Context: an optimization exercise on an open-source flow, tuned for small area and a short achievable clock period. The choices shown serve that exercise and are no tape-out recipe. Where RTL was checked, it was by simulation tests only, not by an equivalence proof against the original.

== run a ==
==> flow/design.v (excerpt) <==
module CordicVectoring (
  input  wire        in_clk,
  input  wire        in_rst,
  input  wire        in_enable,
  input  wire [15:0] in_x,
  input  wire [15:0] in_y,
  output wire        out_valid,
  output wire [18:0] out_phase,
  output wire [15:0] out_x,
  output wire [15:0] out_y
);
Size: roughly 480 flip-flops, ~87 I/O pins, roughly 26000 sq um of cells after synthesis.
clock: 9.0 ns
lec_check: 0
cap_margin: 20
core_margin: 2
core_utilization: 40
cts_cluster_diameter: 100
cts_cluster_size: 30
slew_margin: 20
standard.sh (not shown) runs the stock make flow with config.mk's settings and CLKGATE_MAP_FILE= SYNTH_SCRIPT=/design/flow/synth_recipe.tcl, a recipe that flattens the netlist after the stock synthesis.
==> flow/flow/run.sh <==
#!/bin/bash
set -euo pipefail
bash standard.sh \
  SETUP_SLACK_MARGIN=${MARGIN:-5.9} \
  "BUFFER_PORTS_ARGS=-buffer_cell sky130_fd_sc_hd__buf_2" \
  finish > standard.log 2>&1
Run a: no failed stages, no open violations at the end
Setup changes, run a to run b
Settings: CTS_CLUSTER_DIAMETER: 100 -> unset; CTS_CLUSTER_SIZE: 30 -> unset.
--- outcome ---
- Sequential share of layout area (higher): run a
- [compare] base=run a new=run b: number of CTS-inserted buffers up 130%; number of I/O port buffers flat.
- Compared with run a, in run b maximum frequency has increased; clock-buffer cell count has increased; non-clock buffer instance count of the final layout has increased.
- Going from run a to run b, global-route wire length before repair went up, share of the core filled with cells shows an increase of 1.9 points.
Function was not checked in any run of this note: the RTL went through the layout flow alone.

---

Another version of the RTL of CordicVectoring (not shown whole).
Size: ~2400 cells after synthesis, roughly 480 flip-flops, ~26000 um2 of cells after synthesis.
==> flow/design.v (excerpt) <==
module CordicVectoring (
  input  wire        in_clk,
  input  wire        in_rst,
  input  wire        in_enable,
  input  wire [15:0] in_x,
  input  wire [15:0] in_y,
  output wire        out_valid,
  output wire [18:0] out_phase,
  output wire [15:0] out_x,
  output wire [15:0] out_y
);
Settings: LEC_CHECK=0, CAP_MARGIN=20, CORE_MARGIN=2, CORE_UTILIZATION=65, CTS_CLUSTER_DIAMETER=100, CTS_CLUSTER_SIZE=30, SLEW_MARGIN=20; clock period 9.0 ns.
==> flow/flow/run.sh <==
#!/bin/bash
set -euo pipefail
bash standard.sh \
  SETUP_SLACK_MARGIN=6.0 \
  "BUFFER_PORTS_ARGS=-buffer_cell sky130_fd_sc_hd__buf_2" \
  finish > standard.log 2>&1
The starting point went through all stages and came out clean.
Rerun with:
==> flow/flow/run.sh (replaced) <==
#!/bin/bash
set -euo pipefail
bash standard.sh \
  SETUP_SLACK_MARGIN=${MARGIN:-6.0} \
  "BUFFER_PORTS_ARGS=-buffer_cell sky130_fd_sc_hd__buf_2" \
  finish > standard.log 2>&1
--- a/flow/config.mk
+++ b/flow/config.mk
@@ -9,3 +9,3 @@
 export CORE_MARGIN = 2
-export CORE_UTILIZATION = 65
+export CORE_UTILIZATION = 55
 export CTS_CLUSTER_DIAMETER = 100
The new run passed the timing, DRC and antenna checks; design area grows by 0.75%; via count shrinks by 0.58%; wire length barely changes; clock-buffer cell count grows by 2; non-clock buffer count shrinks by 1; flip-flop and latch count is unchanged; final cell count grows by 2.8%; area after synthesis does not change; worst setup slack gets better by 21 ps.
Rerun with:
--- a/flow/config.mk
+++ b/flow/config.mk
@@ -9,3 +9,3 @@
 export CORE_MARGIN = 2
-export CORE_UTILIZATION = 55
+export CORE_UTILIZATION = 40
 export CTS_CLUSTER_DIAMETER = 100
@@ -13 +13,2 @@
 export SLEW_MARGIN = 20
+export TNS_END_PERCENT = 30
The changed run went through all stages and came out clean.
Clock-buffer cell count went up by 4.
Non-clock buffer count went down by 26.
Utilization went down by 17 points.
Final area went up by about 0.75%.
Hold slack improves by 3.8 ps.
Wire length went down by 3.5%.
Synthesized cell count stays the same.

---

== delta ==
The RTL this note starts from:
==> flow/design.v <==
module Cordic (
  input  wire        in_clk,
  input  wire        in_rst,
  input  wire        in_enable,
  input  wire [15:0] in_x,
  input  wire [15:0] in_y,
  output wire        out_valid,
  output wire [18:0] out_phase,
  output wire [15:0] out_x,
  output wire [15:0] out_y
);
  function [18:0] atan;
    input integer i;
    begin
      case (i)
        0: atan = 19'h0c90f;
        1: atan = 19'h076b1;
        2: atan = 19'h03eb6;
        3: atan = 19'h01fd5;
        4: atan = 19'h00ffa;
        5: atan = 19'h007ff;
        6: atan = 19'h003ff;
        default: atan = 19'h001ff;
      endcase
    end
  endfunction
  reg [12:0] vld;
  always @(posedge in_clk or negedge in_rst)
    if (!in_rst) vld <= 13'b0;
    else         vld <= {vld[11:0], in_enable};
  assign out_valid = vld[12];
  reg signed [16:0] xr [0:8];
  reg signed [16:0] yr [0:8];
  reg        [7:0]  dr [1:9];    
  always @(posedge in_clk) begin
    xr[0] <= {in_x[15], in_x};
    yr[0] <= {in_y[15], in_y};
  end
  genvar i;
  generate
    for (i = 0; i < 8; i = i + 1) begin : g_stage
      wire               d  = yr[i][16];
      wire signed [16:0] xs = xr[i] >>> i;
      wire signed [16:0] ys = yr[i] >>> i;
      wire        [16:0] xn, yn;
      padd #(.N(17), .ARCH(0)) u_xadd (.a(xr[i]), .b(ys ^ {17{d}}),  .cin(d),  .s(xn));
      padd #(.N(17), .ARCH(0)) u_yadd (.a(yr[i]), .b(xs ^ {17{~d}}), .cin(~d), .s(yn));
      always @(posedge in_clk) begin
        xr[i+1] <= xn;
        yr[i+1] <= yn;
      end
      if (i == 0) begin : g_d0
        always @(posedge in_clk) dr[1] <= {7'b0, d};
      end else begin : g_dn
        always @(posedge in_clk) dr[i+1] <= (dr[i] & ((8'd1 << i) - 8'd1)) | ({7'b0, d} << i);
      end
    end
  endgenerate
  reg [15:0] xa, ya;      
  reg [11:0] xb, yb;      
  reg        xc, yc;      
  function [28:0] gain1;   
    input signed [16:0] v;
    reg signed [18:0] a;
    reg signed [23:0] b;
    reg        [3:0]  lo;
    begin
      a  = (v <<< 2) + v;
      b  = (v <<< 6) + (v <<< 3) + v;
      lo = {1'b0, a[2:0]} - {1'b0, b[11:9]} - {3'b0, |v[8:0]};
      gain1 = {lo[3], a[18:3], b[23:12]};
    end
  endfunction
  wire [28:0] gx = gain1(xr[8]);
  wire [28:0] gy = gain1(yr[8]);
  always @(posedge in_clk) begin
    {xc, xa, xb} <= gx;
    {yc, ya, yb} <= gy;
    dr[9]        <= dr[8];
  end
  function [18:0] zsum;
    input [3:0] dirs;
    input integer base;
    integer k;
    begin
      zsum = 19'd0;
      for (k = 0; k < 4; k = k + 1)
        zsum = dirs[k] ? zsum - atan(base + k) : zsum + atan(base + k);
    end
  endfunction
  wire [18:0] zlo [0:15];
  wire [18:0] zhi [0:15];
  genvar j;
  generate
    for (j = 0; j < 16; j = j + 1) begin : g_ztab
      assign zlo[j] = zsum(j, 0);
      assign zhi[j] = zsum(j, 4);
    end
  endgenerate
  reg [15:0] ox, oy;
  reg [18:0] oz;
  always @(posedge in_clk) begin
    ox <= xa - {{4{xb[11]}}, xb} - xc;
    oy <= ya - {{4{yb[11]}}, yb} - yc;
    oz <= zlo[dr[9][3:0]] + zhi[dr[9][7:4]];
  end
  assign out_x = ox;
  assign out_y = oy;
  assign out_phase = oz;
endmodule
module padd #(parameter N = 17, ARCH = 0) (
  input  wire [N-1:0] a,
  input  wire [N-1:0] b,
  input  wire         cin,
  output wire [N-1:0] s
);
  localparam W = N + 1;              
  localparam L = $clog2(W);
  localparam D = 2 * L;              
  wire [W*(D+1)-1:0] g, p;           
  assign g[W-1:0] = {a & b, cin};
  assign p[W-1:0] = {a ^ b, 1'b0};
  genvar l, k;
  generate
    for (l = 0; l < D; l = l + 1) begin : lv
      for (k = 0; k < W; k = k + 1) begin : bt
        localparam integer J =
          (ARCH == 0) ? ((l < L && ((k >> l) & 1)) ? ((k >> l) << l) - 1 : -1) :
          (ARCH == 2) ? ((l < L && k >= (1 << l)) ? k - (1 << l) : -1) :
          (l < L) ? ((((k + 1) % (2 << l)) == 0) ? k - (1 << l) : -1) :
          (l < 2 * L - 1) ? (((((k + 1) % (2 << (2 * L - 2 - l))) == (1 << (2 * L - 2 - l))) &&
                              k >= (2 << (2 * L - 2 - l))) ? k - (1 << (2 * L - 2 - l)) : -1) : -1;
        if (J >= 0) begin : c
          assign g[(l+1)*W+k] = g[l*W+k] | (p[l*W+k] & g[l*W+J]);
          assign p[(l+1)*W+k] = p[l*W+k] & p[l*W+J];
        end else begin : n
          assign g[(l+1)*W+k] = g[l*W+k];
          assign p[(l+1)*W+k] = p[l*W+k];
        end
      end
    end
  endgenerate
  assign s = p[W-1:1] ^ g[D*W+N-1:D*W];
endmodule
module CordicVectoring (
  input  wire        in_clk,
  input  wire        in_rst,
  input  wire        in_enable,
  input  wire [15:0] in_x,
  input  wire [15:0] in_y,
  output wire        out_valid,
  output wire [18:0] out_phase,
  output wire [15:0] out_x,
  output wire [15:0] out_y
);
  Cordic u_cordic (
    .in_clk    (in_clk),
    .in_rst    (in_rst),
    .in_enable (in_enable),
    .in_x      (in_x),
    .in_y      (in_y),
    .out_valid (out_valid),
    .out_phase (out_phase),
    .out_x     (out_x),
    .out_y     (out_y)
  );
endmodule
Settings: LEC_CHECK=0, CAP_MARGIN=20, CORE_MARGIN=2, CORE_UTILIZATION=40, SLEW_MARGIN=20; clock period 9.0 ns.
==> flow/flow/run.sh <==
#!/bin/bash
set -euo pipefail
bash standard.sh \
  SETUP_SLACK_MARGIN=${MARGIN:-6.0} \
  "BUFFER_PORTS_ARGS=-buffer_cell sky130_fd_sc_hd__buf_2" \
  finish > standard.log 2>&1
Modified inputs, xenon compared to delta
Settings: putting PLACE_DENSITY at 0.75 where nothing was set; swapping 40 for 65 in CORE_UTILIZATION.
==> flow/flow/run.sh <==
#!/bin/bash
set -euo pipefail
bash standard.sh \
  SETUP_SLACK_MARGIN=${MARGIN:-6.1} \
  "BUFFER_PORTS_ARGS=-buffer_cell sky130_fd_sc_hd__buf_2" \
  finish > standard.log 2>&1
The longest individual stage delay on the worst path in xenon sits 0.15 ns above the value recorded for delta.
delta → xenon: placed wire-length estimate after detailed placement moved up; die area moved down; length of the first detailed-routing pass in iterations level; fmax moved up.
No run of this note included a check of the RTL's function; only the layout flow was run.

## port drivers added, routing unchanged
The results above use ideal ports. As a check the final layouts listed here were re-extracted and re-timed, cells and wires unchanged.
Step 1 sets driving cells, clkbuf_16 on the clock port and buf_2 on the other inputs (assumed; they add their load-dependent delay and slew).
Step 2 times the ports against the registers' clock, not the clock port: input delays grow and output delays shrink by t, the midpoint of the rising clock arrivals with the driver on.
Slacks: ideal / step 1 / step 2; pairs: ideal / step 1.
| run | t, ns | slack for setup (ns) | worst hold slack (ns) |
|---|---|---|---|
| run a | 0.633 | 5.918 / 5.918 / 5.918 | 0.304 / 0.304 / 0.304 |
| run b | 0.645 | 5.933 / 5.933 / 5.933 | 0.318 / 0.318 / 0.318 |
| the first run of note 2 | 0.605 | 6.040 / 6.040 / 6.040 | 0.331 / 0.331 / 0.331 |
| the second run of note 2 | 0.605 | 6.061 / 6.061 / 6.061 | 0.325 / 0.325 / 0.325 |
| the third run of note 2 | 0.637 | 5.998 / 5.999 / 5.999 | 0.329 / 0.329 / 0.329 |
| delta | 0.652 | 6.043 / 6.043 / 6.043 | 0.323 / 0.323 / 0.323 |
| xenon | 0.643 | 6.088 / 6.084 / 6.088 | 0.318 / 0.318 / 0.318 |
After both steps setup and hold are still met in every run listed.
